Background: an optimization exercise with open tools, aiming at small area. Do not read the settings as production practice. The RTL was checked by simulation tests, not by an equivalence proof against the original design. Power figures rest on the tool's default switching activity, not on a simulated workload.

## design.v

```verilog
module ascii2hex
(
    input 	rst,  
    input 	clk,   
    input 	[7:0] pd0,pd1,pd2,pd3,
    output 	[15:0] rpd
);
reg [3:0] nb0,nb1,nb2,nb3;
assign rpd = {nb0,nb1,nb2,nb3};
always@(negedge rst, posedge clk)
begin
	if (rst == 0)    
		begin
			nb0 <= 0;	nb1 <= 0;	nb2 <= 0;	nb3 <= 0;
		end
	else
		begin
			if ((pd0[7:4] == 3) & (pd0[3:0] < 10))
				nb0 <= pd0[3:0];
			else if ((pd0[7:4] == 4) & (pd0[3:0] > 0) & (pd0[3:0] < 7))
				nb0 <= pd0[3:0] + 9;
			if ((pd1[7:4] == 3) & (pd1[3:0] < 10))
				nb1 <= pd1[3:0];
			else if ((pd1[7:4] == 4) & (pd1[3:0] > 0) & (pd1[3:0] < 7))
				nb1 <= pd1[3:0] + 9;
			if ((pd2[7:4] == 3) & (pd2[3:0] < 10))
				nb2 <= pd2[3:0];
			else if ((pd2[7:4] == 4) & (pd2[3:0] > 0) & (pd2[3:0] < 7))
				nb2 <= pd2[3:0] + 9;
			if ((pd3[7:4] == 3) & (pd3[3:0] < 10))
				nb3 <= pd3[3:0];
			else if ((pd3[7:4] == 4) & (pd3[3:0] > 0) & (pd3[3:0] < 7))
				nb3 <= pd3[3:0] + 9;
		end
end
endmodule
module hex2ascii
(
    input 	rst,  
    input 	clk,   
    input 	[15:0] sw,
    output 	reg [7:0] pd0,pd1,pd2,pd3
);
wire [3:0] nb0,nb1,nb2,nb3;
assign nb0 = sw[15:12];
assign nb1 = sw[11:08];
assign nb2 = sw[07:04];
assign nb3 = sw[03:00];
always@(negedge rst, posedge clk)
begin
	if (rst == 0)    
		begin
			pd0 <= 8'hff;	pd1 <= 8'hff;	pd2 <= 8'hff;	pd3 <= 8'hff;
		end
	else
		begin
			if (nb0 < 10)	
				pd0 <= {4'h3, nb0};
			else
				begin
					pd0[7:4] <= 4'h4; 
					pd0[3:0] <= (nb0 - 9);
				end
			if (nb1 < 10)	
				pd1 <= {4'h3, nb1};
			else	
				begin
					pd1[7:4] <= 4'h4; 
					pd1[3:0] <= (nb1 - 9);
				end
			if (nb2 < 10)	
				pd2 <= {4'h3, nb2};
			else
				begin
					pd2[7:4] <= 4'h4; 
					pd2[3:0] <= (nb2 - 9);
				end
			if (nb3 < 10)	
				pd3 <= {4'h3, nb3};
			else			
				begin
					pd3[7:4] <= 4'h4; 
					pd3[3:0] <= (nb3 - 9);
				end
		end
end
endmodule
module debounce(
    input rst,clk,
    input btnr,
    output reg key
    );
reg [15:0] cnt;  
reg pls_1k0,pls_1k1;
reg btn0,btn1;
reg [4:0] btn_cnt;  
always@(negedge rst, posedge clk)
begin
    if (rst == 0)
        begin
            btn0 <= 0;  btn1 <= 0;  btn_cnt <= 0;   key <= 0;         
        end
    else if (pls_1k0 & ~pls_1k1)
        begin
            btn0 <= btnr;   btn1 <= btn0;
            if (btn0 ^ btn1)
                btn_cnt <= 0;
            else if (btn_cnt < 30)
                btn_cnt <= btn_cnt + 1;
            if (btn_cnt == 29)
                key <= btn1;
        end
end
always@(negedge rst, posedge clk)
begin
    if (rst == 0)
        begin
            cnt <= 60000;   pls_1k0 <= 0; pls_1k1 <= 0;
        end
    else 
        begin
            pls_1k1 <= pls_1k0;
            if (cnt < 49)    
                cnt <= cnt + 1;
            else
                begin
                    cnt <= 0;
                    pls_1k0 <= ~pls_1k0;    
                end   
        end         
end    
endmodule
module tx232(
    input   rst,clk,
    input   txck,tstart,
    input   [7:0] txpd,
    output  reg txsd
    );
reg [7:0] tpd;
reg [3:0] bcnt;
reg tc0,tc1;
wire tcenr,tcenf;
reg st0,st1;
wire sten;
always@(negedge rst, posedge clk)
begin
    if (rst == 0)
        begin
            tc0 <= 0;   tc1 <= 0;
        end
    else
        begin
            tc0 <= txck;   tc1 <= tc0;
        end
end        
assign tcenr = (tc0 & ~tc1);     
assign tcenf = (tc1 & ~tc0);         
always@(negedge rst, posedge clk)
begin
    if (rst == 0)
        begin
            st0 <= 0;   st1 <= 0;
        end
    else if (tcenf)
        begin
            st0 <= tstart;   st1 <= st0;
        end
end        
assign sten = (st0 & ~st1);
always@(negedge rst, posedge clk)
begin
    if (rst == 0)
        tpd <= 8'hff;
    else if (tcenr & sten)
        tpd <= txpd;
end
always@(negedge rst, posedge clk)
begin
    if (rst == 0)
        bcnt <= 4'hf;
    else if (tcenr)
        if (sten)
            bcnt <= 0;
        else if (bcnt < 9)
            bcnt <= bcnt + 1;
        else
            bcnt <= 4'hf;
end
always@(negedge rst, posedge clk)
begin
    if (rst == 0)
        txsd <= 1;
    else if (tcenf)
        case (bcnt)
        4'd0    :   txsd <= 0;
        4'd1    :   txsd <= tpd[0];
        4'd2    :   txsd <= tpd[1];
        4'd3    :   txsd <= tpd[2];
        4'd4    :   txsd <= tpd[3];
        4'd5    :   txsd <= tpd[4];
        4'd6    :   txsd <= tpd[5];
        4'd7    :   txsd <= tpd[6];
        4'd8    :   txsd <= tpd[7];
        default :   txsd <= 1;
        endcase
end       
endmodule
module tx232_ctl(
    input   rst,clk,
    input   txck,start,
    input   [7:0] pd0,pd1,pd2,pd3,
    output  reg tstart,
    output  reg [7:0] txpd
    );
reg [3:0] bcnt;
reg [2:0] bycnt;
reg tc0,tc1;
wire tcenf,tcenr;
reg st0,st1;
wire sten;
always@(negedge rst, posedge clk)
begin
    if (rst == 0)
        begin
            tc0 <= 0;   tc1 <= 0;
        end
    else
        begin
            tc0 <= txck;   tc1 <= tc0;
        end
end        
assign tcenr = (tc0 & ~tc1);     
assign tcenf = (tc1 & ~tc0);         
always@(negedge rst, posedge clk)
begin
    if (rst == 0)
        begin
            st0 <= 0;   st1 <= 0;
        end
    else if (tcenf)
        begin
            st0 <= start;   st1 <= st0;
        end
end        
assign sten = (st0 & ~st1);  
always@(negedge rst, posedge clk)
begin
    if (rst == 0)
        begin
            bcnt <= 4'hf;   bycnt <= 3'h7;
        end
    else if (tcenr)
        if (sten)
            begin
                bcnt <= 4'h0;   bycnt <= 3'h0;
            end
        else if (bcnt < 9)
            bcnt <= bcnt + 1;
        else
            if (bycnt < 3)
                begin
                    bcnt <= 0;  bycnt <= bycnt + 1;
                end
            else
                begin
                    bcnt <= 4'hf;   bycnt <= 3'h7;
                end                
end
always@(negedge rst, posedge clk)
begin
    if (rst == 0)
        begin
            txpd <= 8'hff;  tstart <= 0;
        end
    else if (tcenf)
        begin
            case (bycnt)
            3'h0    : txpd <= pd0;
            3'h1    : txpd <= pd1;
            3'h2    : txpd <= pd2;
            3'h3    : txpd <= pd3;
            default : txpd <= 8'hff;
            endcase
            if ((bcnt >= 4) & (bcnt <= 5))
                tstart <= 1;
            else
                tstart <= 0;
        end
end
endmodule
module uart_tx(
    input   rst,clk,
    input   txck,start,
    input   [7:0] pd0,pd1,pd2,pd3,
    output  txsd
    );
wire tstart;
wire [7:0] txpd;
tx232_ctl u_tx232_ctl
(
.rst    (rst    ),
.clk    (clk    ),
.txck   (txck   ),
.start  (start  ),
.pd0    (pd0    ),
.pd1    (pd1    ),
.pd2    (pd2    ),
.pd3    (pd3    ),
.tstart (tstart ),
.txpd   (txpd   )
);
tx232 u_tx232
(
.rst    (rst    ),
.clk    (clk    ),
.txck   (txck   ),
.tstart (tstart ),
.txpd   (txpd   ),
.txsd   (txsd   )
);
endmodule
module rx232_pd
    (
    input   rst,clk,
    input   rxck,rxsd,
    output  reg rxen,rnpd,
    output  reg [7:0] rxpd
    );
reg [7:0] pd;
reg rxc0,rxc1;
reg [3:0] bcnt,rcnt;
reg rxsdi;
always@(negedge rst, posedge clk)
begin
    if (rst == 0)
        begin
            rxc0 <= 0;   rxc1 <= 0;
        end
    else
        begin
            rxc0 <= rxck;   rxc1 <= rxc0;
        end
end          
always@(negedge rst, posedge clk)
begin
    if (rst == 0)
        begin
            bcnt <= 4'hf;   rxsdi <= 1;
        end
    else if (rxc0 & ~rxc1)
        begin
            rxsdi <= rxsd;
            if ((bcnt >= 9) & (rxsd == 0))
                bcnt <= 0;
            else if (bcnt < 15)
                bcnt <= bcnt + 1;
        end
end
always@(negedge rst, posedge clk)
begin
    if (rst == 0)
        pd <= 8'hff;
    else if (rxc1 & ~rxc0)
        case (bcnt)
        4'd1    :   pd[0] <= rxsdi;
        4'd2    :   pd[1] <= rxsdi;
        4'd3    :   pd[2] <= rxsdi;
        4'd4    :   pd[3] <= rxsdi;
        4'd5    :   pd[4] <= rxsdi;
        4'd6    :   pd[5] <= rxsdi;
        4'd7    :   pd[6] <= rxsdi;
        4'd8    :   pd[7] <= rxsdi;
        endcase
end     
always@(negedge rst, posedge clk)
begin
    if (rst == 0)
        rcnt <= 4'hf;   
    else if (rxc1 & ~rxc0)
        if ((bcnt == 9) & (rxsd == 1))   
            rcnt <= 0;
        else if (rcnt < 15)
            rcnt <= rcnt + 1;
end
always@(negedge rst, posedge clk)
begin
    if (rst == 0)
        begin
            rxen <= 0;   
            rnpd <= 0;   
            rxpd <= 8'hff;
        end
    else if (rxc0 & ~rxc1)
        begin
            if (rcnt < 10)  
                rxen <= 1;
            else  
                rxen <= 0;
            if ((rcnt >= 3) & (rcnt <= 4))
                rnpd <= 1;
            else
                rnpd <= 0;
            if (rcnt == 0)
                rxpd <= pd;
            else if (rcnt > 9)
                rxpd <= 8'hff;
        end 
end
endmodule
module rx232_rcv
    (
    input   rst,clk,
    input   rxen,rnpd,
    input   [7:0] rxpd,
    output  reg rcv_done,
    output  reg [7:0] rpd0,rpd1,rpd2,rpd3
    );
reg [7:0] pd0,pd1,pd2;
reg rx0,rx1;
reg rn0,rn1;
reg [2:0] bycnt;
always@(negedge rst, posedge clk)
begin
    if (rst == 0)
        begin
            rx0 <= 0;   rx1 <= 0;
            rn0 <= 0;   rn1 <= 0;            
        end
    else
        begin
            rx0 <= rxen;   rx1 <= rx0;
            rn0 <= rnpd;   rn1 <= rn0;
        end
end          
always@(negedge rst, posedge clk)
begin
    if (rst == 0)
        bycnt <= 3'h7;
    else 
        if (rx0 & ~rx1)
            bycnt <= 0;
        else if (rn1 & ~rn0)
            bycnt <= bycnt + 1;
        else if (rxen == 0)
            bycnt <= 3'h7;
end
always@(negedge rst, posedge clk)
begin
    if (rst == 0)
        begin
            pd0 <= 8'hff;   pd1 <= 8'hff;   pd2 <= 8'hff;   
        end
    else 
        if (rn0 & ~rn1)
            case (bycnt)
            3'd0    : pd0 <= rxpd;
            3'd1    : pd1 <= rxpd;
            3'd2    : pd2 <= rxpd;
            endcase
end     
always@(negedge rst, posedge clk)
begin
    if (rst == 0)
        begin
            rpd0 <= 8'hff;   rpd1 <= 8'hff;   rpd2 <= 8'hff;   rpd3 <= 8'hff;    
        end
    else 
        if ((rn0 & ~rn1) & (bycnt == 3))
            begin
                rpd0 <= pd0;   
                rpd1 <= pd1;   
                rpd2 <= pd2;   
                rpd3 <= rxpd; 
            end
end     
always@(negedge rst, posedge clk)
begin
    if (rst == 0)
        rcv_done <= 0;   
    else if (bycnt == 4)
        rcv_done <= 1;
    else 
        rcv_done <= 0; 
end     
endmodule
module uart_rx(
    input   rst,clk,
    input   rxck,rxsd,
    output  rcv_done,
    output  [7:0] rpd0,rpd1,rpd2,rpd3
    );
wire rxen,rnpd;
wire [7:0] rxpd;
rx232_pd u_rx232_pd
(
.rst    (rst    ),
.clk    (clk    ),
.rxck   (rxck   ),
.rxsd   (rxsd   ),
.rxen   (rxen   ),
.rnpd   (rnpd   ),
.rxpd   (rxpd   )
);
rx232_rcv u_rx232_rcv
(
.rst        (rst    ),
.clk        (clk    ),
.rxen       (rxen   ),
.rnpd       (rnpd   ),
.rxpd       (rxpd   ),
.rcv_done   (rcv_done   ),
.rpd0       (rpd0       ),
.rpd1       (rpd1       ),
.rpd2       (rpd2       ),
.rpd3       (rpd3       )
);
endmodule
module uart_codec
    (    input 	btnl,  
    input 	clk,   
    input 	btnr,  
    input 	btnd,  
    input 	[15:0] sw,
    input	rxsd,rxck,
    output  reg txck,
    output  txsd,
    output	[6:0] seg,
    output  dp,
    output	[3:0] an,
    output 	reg [15:0] led
    );
wire 	rst;
wire 	key;
reg 	k0,k1,lsel;
wire   [7:0] pd0,pd1,pd2,pd3;
reg   	[5:0] cnt;	 
wire 	rcv_done;
wire 	start;
wire 	[7:0]	rlength,rpd0,rpd1,rpd2,rpd3;
wire 	[15:0]	rpd;
assign seg = 7'b1111111;	 
assign dp = 0;	 
assign an = {lsel,~lsel,~lsel,lsel};
always@(negedge rst, posedge clk)
begin
	if (rst == 0)
		led <= 0;	
	else if (lsel == 0)
		led <= sw;
	else
		led = rpd;
end
always@(negedge rst, posedge clk)
begin
	if (rst == 0)
		begin
			cnt <= 0;	txck <= 0;
		end
	else 
		if (cnt < 49)
			cnt <= cnt + 1;
		else	
			begin	
				cnt <= 0;
				txck <= ~txck;
			end
end
always@(negedge rst, posedge clk)
begin
	if (rst == 0)
		begin
			lsel <= 0;	k0 <= 0;	k1 <= 0;
		end
	else 
		begin
			k0 <= key;	k1 <= k0;
			if (k0 & ~k1)
				lsel <= ~lsel;
		end
end
ascii2hex u_ascii2hex
(
.rst		(rst		),
.clk		(clk		),
.pd0		(rpd0		),
.pd1		(rpd1		),
.pd2		(rpd2		),
.pd3		(rpd3		),
.rpd		(rpd		)
);
uart_rx u_uart_rx
(
.rst    (rst    ),
.clk    (clk    ),
.rxck   (rxck   ),
.rxsd   (rxsd   ),
.rcv_done   (rcv_done   ),
.rpd0       (rpd0       ),
.rpd1       (rpd1       ),
.rpd2       (rpd2       ),
.rpd3       (rpd3       )
);
hex2ascii u_hex2ascii
(
.rst		(rst		),
.clk		(clk		),
.sw	    	(sw	    	),
.pd0		(pd0		),
.pd1		(pd1		),
.pd2		(pd2		),
.pd3		(pd3		)
);
uart_tx u_uart_tx
(
.rst    (rst    ),
.clk    (clk    ),
.txck   (txck   ),
.start  (start  ),
.pd0    (pd0    ),
.pd1    (pd1    ),
.pd2    (pd2    ),
.pd3    (pd3    ),
.txsd   (txsd   )
);
debounce u_debounce0
(
.rst        (rst        ),
.clk        (clk        ),
.btnr  		(btnr  		),
.key  		(start  	)
);
debounce u_debounce1
(
.rst        (rst        ),
.clk        (clk        ),
.btnr  		(btnd  		),
.key  		(key	  	)
);
assign rst = ~btnl;
endmodule
```

## run.sh

```bash
#!/bin/bash
# synth_recipe.tcl (not shown) runs the flow's synth.tcl, then flattens the netlist and writes it again
# the make line also repeats each setting of config.mk as NAME=value (left out here)
make -C /OpenROAD-flow-scripts/flow DESIGN_CONFIG=/design/flow/config.mk WORK_HOME=/design/flow/orfs CLKGATE_MAP_FILE= SYNTH_SCRIPT=/design/flow/synth_recipe.tcl finish
```

## config.mk

```make
export PLATFORM = sky130hd
export DESIGN_NAME = uart_codec
export DESIGN_NICKNAME = uart_codec
export VERILOG_FILES = /design/flow/design.v
export SDC_FILE = /design/flow/constraint.sdc
export NUM_CORES = 4
export LEC_CHECK = 0
export CAP_MARGIN = 20
export CORE_MARGIN = 2
export CORE_UTILIZATION = 40
export PLACE_DENSITY = 0.6
export SLEW_MARGIN = 20
```

## constraint.sdc

```tcl
create_clock -name core_clock -period 10.0 [get_ports {clk}]
set_input_delay 2.0000 -clock core_clock [delete_from_list [all_inputs] [get_ports {clk}]]
set_output_delay 2.0000 -clock core_clock [all_outputs]
set_load 0.01 [all_outputs]
```

==> summary.md <==
| Metric | Value |
|---|---|
| Status | no timing/DRC/antenna violations |
| Area after DPL | 0.0116 mm² |
| Initial Util | roughly two fifths |
| Final antenna diode count | 0 |
| CP Capture Type | output port |
| Vias in the first global route | 6693 |
| Startpoint Class | flop |
| Area of the core | around 0.027 mm² |
| Largest net degree at the start of global routing | between 100 and 150 |
| CTS tree | done |
| Met2 GRT Util | between 20% and 30% |
| Reg clk slew, reported paths | roughly 0.06 ns |
| Hold WS | 0.360 ns |
| Met1 GRT Util | 19.8% |
| IO Pins | 52 |
| Min cycle time layout | 4.21 ns |
| Clock Latency Late Sink | about 0.53 ns |
| Netlist cell types | 57 |
| Switching power | 0.744 mW |
| Synthesized instance count | ~900 |
| Final nets | 1036 |
| # H-tree levels | 1 |
| Clock power share | about a third |
| Pwr/cell area | about 220 mW/mm² |
| Dpl cells | 1279 |
| Drt total wl | between 15000 and 20000 µm |
| DRT iter0 DRCs | about 300 |
| Post-CTS Setup Bufs | 0 |
| # rows | 60 |
| Dpl hpwl | approximately 13000 µm |
| Final Hold Viols | 0 |
| GR peak layer | met2 |
| Clock sink count | about 240 |
| CTS buffer count | 26 |
| Routed WL per cell | 14.8 µm |
| DIE WIDTH | between 150 and 200 µm |
| Combinational share of power | roughly 15% |
| Ys async rst share | 100% |
| Number of buffers added on ports | between 40 and 50 |
| Peak VDD IR | approximately 0.00013 V |
| Flop pwr share | 51.4% |
| Yosys warns | 8 |
| Clock Tree Buf Depth | 3 |
| DIE AREA | around 0.028 mm² |
| Max Freq | 238 MHz |
| DR vias | between 6000 and 7000 |
| Layout cells sized above 1 | between 20% and 30% |
| GP Congestion | ~0.75 |
| First-pass DRT Iterations | 5 |
| CTS resizes | 0 |
| Ys flop type | dfstp_2 |
| Max-cap check violation count | 0 |
| Worst Max-Slew Pin Slew | ~0.93 ns |
| First-pass GRT wire length | about 34000 µm |
| Final Non-Filler Cells | 1327 |
| CTS Hold Bufs | 0 |
| GRT Total Usage | approximately 14% |
| Net Sw Frac | between 20% and 30% |
| Synthesized area | 0.0108 mm² |
| Clock root buffer | clkbuf_16 |
| Pint | 2.04 mW |
| Die Ht | around 170 µm |
| Static leakage | between 5 and 6 nW |
| ANT nets after route | 0 |
| CP Max Fanout | 27 |
| R2R depth | 5 |
| Setup_tns | 0 ns |
| Grt ovf | 0 |
| Final period util | a little over two fifths |
| Final Setup Violations | 0 |
| Number of synthesized flops with an enable pin | 0 |
| Skew final | between 0.01 and 0.015 ns |
| Slew Limit Headroom | 38.2% |
| Worst endpoint required time | about 8.0 ns |
| Antenna violations before repair | 0 |
| RSZ-0062 raised after global routing | no |
| Area growth, synth to finish | 15.4% |
| Seq cells post-synth | between 200 and 250 |
| Met3 Use GR | 2.17% |
| Drt drc | 0 |
| Final slew viol count | 0 |
| Register area share after synthesis | between 50% and 60% |
| Critical path data arrival time | roughly 2.2 ns |
| Kind of critical path | flop to output port |
| Hold path depth | 0 |
| HP Class | flop to flop |
| Final instance area | approximately 0.012 mm² |
| Synth Area per Inst | 12.1 µm² |
| Via density | 5.03 |
==> area by class of cell <==
| type | count | area (µm²) |
|---|---|---|
| clock buffers | 40 | 774 |
| clock inverters | 8 | 80.1 |
| multi-input cells | 583 | 4210 |
| repair buffers | 48 | 468 |
| inverters | 63 | 244 |
| flip-flops and latches | 244 | 6290 |
| well taps | 341 | 427 |
| fillers | 2443 | 14300 |
==> cell families after synthesis <==
family / synth area share, %
AND/OR/NAND/NOR: 10.0
multiplexers: 9.72
adder cells (fa/ha/maj): 5.55
flip-flops: 58.1
XOR/XNOR: 2.18
other: 0.0694
buffers and inverters: 3.94
AO/OA/AOI/OAI: 10.4
==> placed cells by master, fill, tap and decap left out, types with 6 or more instances in the layout <==
master           netlist  layout
a21oi_1               51      51
a222oi_1               7       7
a41oi_1                6       6
clkbuf_1               4       8
clkbuf_16              0      27
clkdlybuf4s50_1        0      43
conb_1                 2      29
dfrtp_1               95      95
dfstp_2              149     149
ha_1                  48      48
inv_1                 63      62
mux2_2                85      85
nand2_1               60      60
nand2b_1               7       7
nand3_1               23      23
nand4_1                6       6
nor2_1                63      63
nor2b_1               21      21
nor3b_1               10      10
o21ai_0               32      32
o22a_1                12      12
o31ai_1               11      11
xnor2_1               18      18
xor2_1                 9       9
==> critical path: stages (launching register included) <==
cell and delay [ns]:
dfrtp_1 0.95, inv_1 0.20, clkdlybuf4s50_1 0.53
==> state kept, by name (all words and copies together) (netlist names), 8 cells and up <==
signal and flops:
u_uart_rx.u_rx232_rcv.pd2 8, u_uart_rx.u_rx232_pd.rxpd 8, u_uart_rx.u_rx232_rcv.rpd1 8, led 16
u_debounce1.cnt 16, u_uart_rx.u_rx232_rcv.rpd0 8, u_uart_rx.u_rx232_rcv.rpd2 8, u_debounce0.cnt 16
u_uart_rx.u_rx232_pd.pd 8, u_uart_rx.u_rx232_rcv.pd1 8, u_uart_rx.u_rx232_rcv.rpd3 8, u_uart_rx.u_rx232_rcv.pd0 8
==> stage by stage <==
stage | power, mW | util [%] | worst slack, ns
6_report | 2.79 | 46.6 | 5.79
5_1_grt | 2.95 | 46.6 | 5.57
4_1_cts | 2.83 | 46.6 | 5.74
3_5_place_dp | 1.86 | 43.4 | 5.90
3_3_place_gp | 1.85 | 43.4 | 5.90
2_1_floorplan | 1.73 | - | 1.55
==> worst paths after layout <==
kind	to	startpoint	slack (ns)
max in group asynchronous	u_ascii2hex.nb0[0]	btnl	6.55
worst min register to register	u_uart_rx.u_rx232_rcv.rx1	u_uart_rx.u_rx232_rcv.rx0	0.36
worst max register to register	u_ascii2hex.nb0[0]	u_uart_rx.u_rx232_rcv.rpd0[0]	8.21
worst max-delay path	an[1]	lsel	5.79
min in group asynchronous	led[2]	btnl	2.03
worst min-delay path	u_uart_rx.u_rx232_rcv.rx1	u_uart_rx.u_rx232_rcv.rx0	0.36
==> cells in the mapped netlist, types with 4 or more instances <==
master    count  area share, %
xnor2_1      18            1.5
buf_4        14           0.97
xor2_1        9           0.73
dfrtp_1      95             22
o31ai_1      11           0.76
nor4_1        5           0.29
inv_1        63            2.2
nand2_1      60            2.1
a31oi_1       4           0.23
mux2_2       85            8.8
nand2b_1      7           0.40
a32oi_1       4           0.32
a41oi_1       6           0.49
a311o_1       4           0.37
a222oi_1      7           0.65
and3_1        5           0.29
o21a_1        5           0.35
ha_1         48            5.5
o21ai_0      32            1.5
dfstp_2     149             36
nand4b_1      4           0.32
nor2_1       63            2.2
nand4_1       6           0.35
clkbuf_1      4           0.14
nand3_1      23            1.1
o31a_1        4           0.32
mux2i_1       5           0.46
nor2b_1      21            1.2
nor3b_1      10           0.69
buf_2        14           0.65
nor3_2        5           0.46
a21oi_1      51            2.4
o22a_1       12           0.97
mux2_1        4           0.42
==> metal layers <==
| metal | part of all wire, % | wire length (µm) |
|---|---|---|
| met1 | 47 | 9290 |
| met2 | 48 | 9360 |
| met3 | 3.0 | 586 |
| met4 | 2.2 | 427 |
| met5 | 0 | 0 |
==> power groups by stage <==
| stage | Sequential (mW) | Combinational [mW] | Clock [mW] |
|---|---|---|---|
| 2_1_floorplan | 1.38 | 0.349 | 0 |
| 3_3_place_gp | 1.45 | 0.402 | 0 |
| 3_5_place_dp | 1.45 | 0.414 | 0 |
| 4_1_cts | 1.44 | 0.418 | 0.975 |
| 5_1_grt | 1.47 | 0.472 | 1.02 |
| 6_report | 1.43 | 0.410 | 0.945 |

port drivers added, routing unchanged:
How much do the figures lean on ideal ports? The routed layout below was timed once more, with nothing changed but the port constraints.
Step 1 (the two cells are an assumption about what drives the block):
set clk [get_ports {clk}]
set_driving_cell -lib_cell sky130_fd_sc_hd__clkbuf_16 $clk
set_driving_cell -lib_cell sky130_fd_sc_hd__buf_2 [delete_from_list [all_inputs] $clk]
Step 2 moves the port delays by t, midway between the first and last clock arrival at a register: inputs arrive t later, outputs are due t later. That takes back most of the time a late clock gives input paths.
Three values: ideal, step 1, step 2; two values: the first two.
shift t [ns]: 0.571
setup WS [ns]: 5.795 / 5.747 / 6.004
hold WS [ns]: 0.360 / 0.360 / 0.360
After both steps this run still meets setup and hold. The setup slack of this run moves by -0.048 ns with the drivers and by +0.209 ns with both steps. Setup slack includes reset recovery checks.
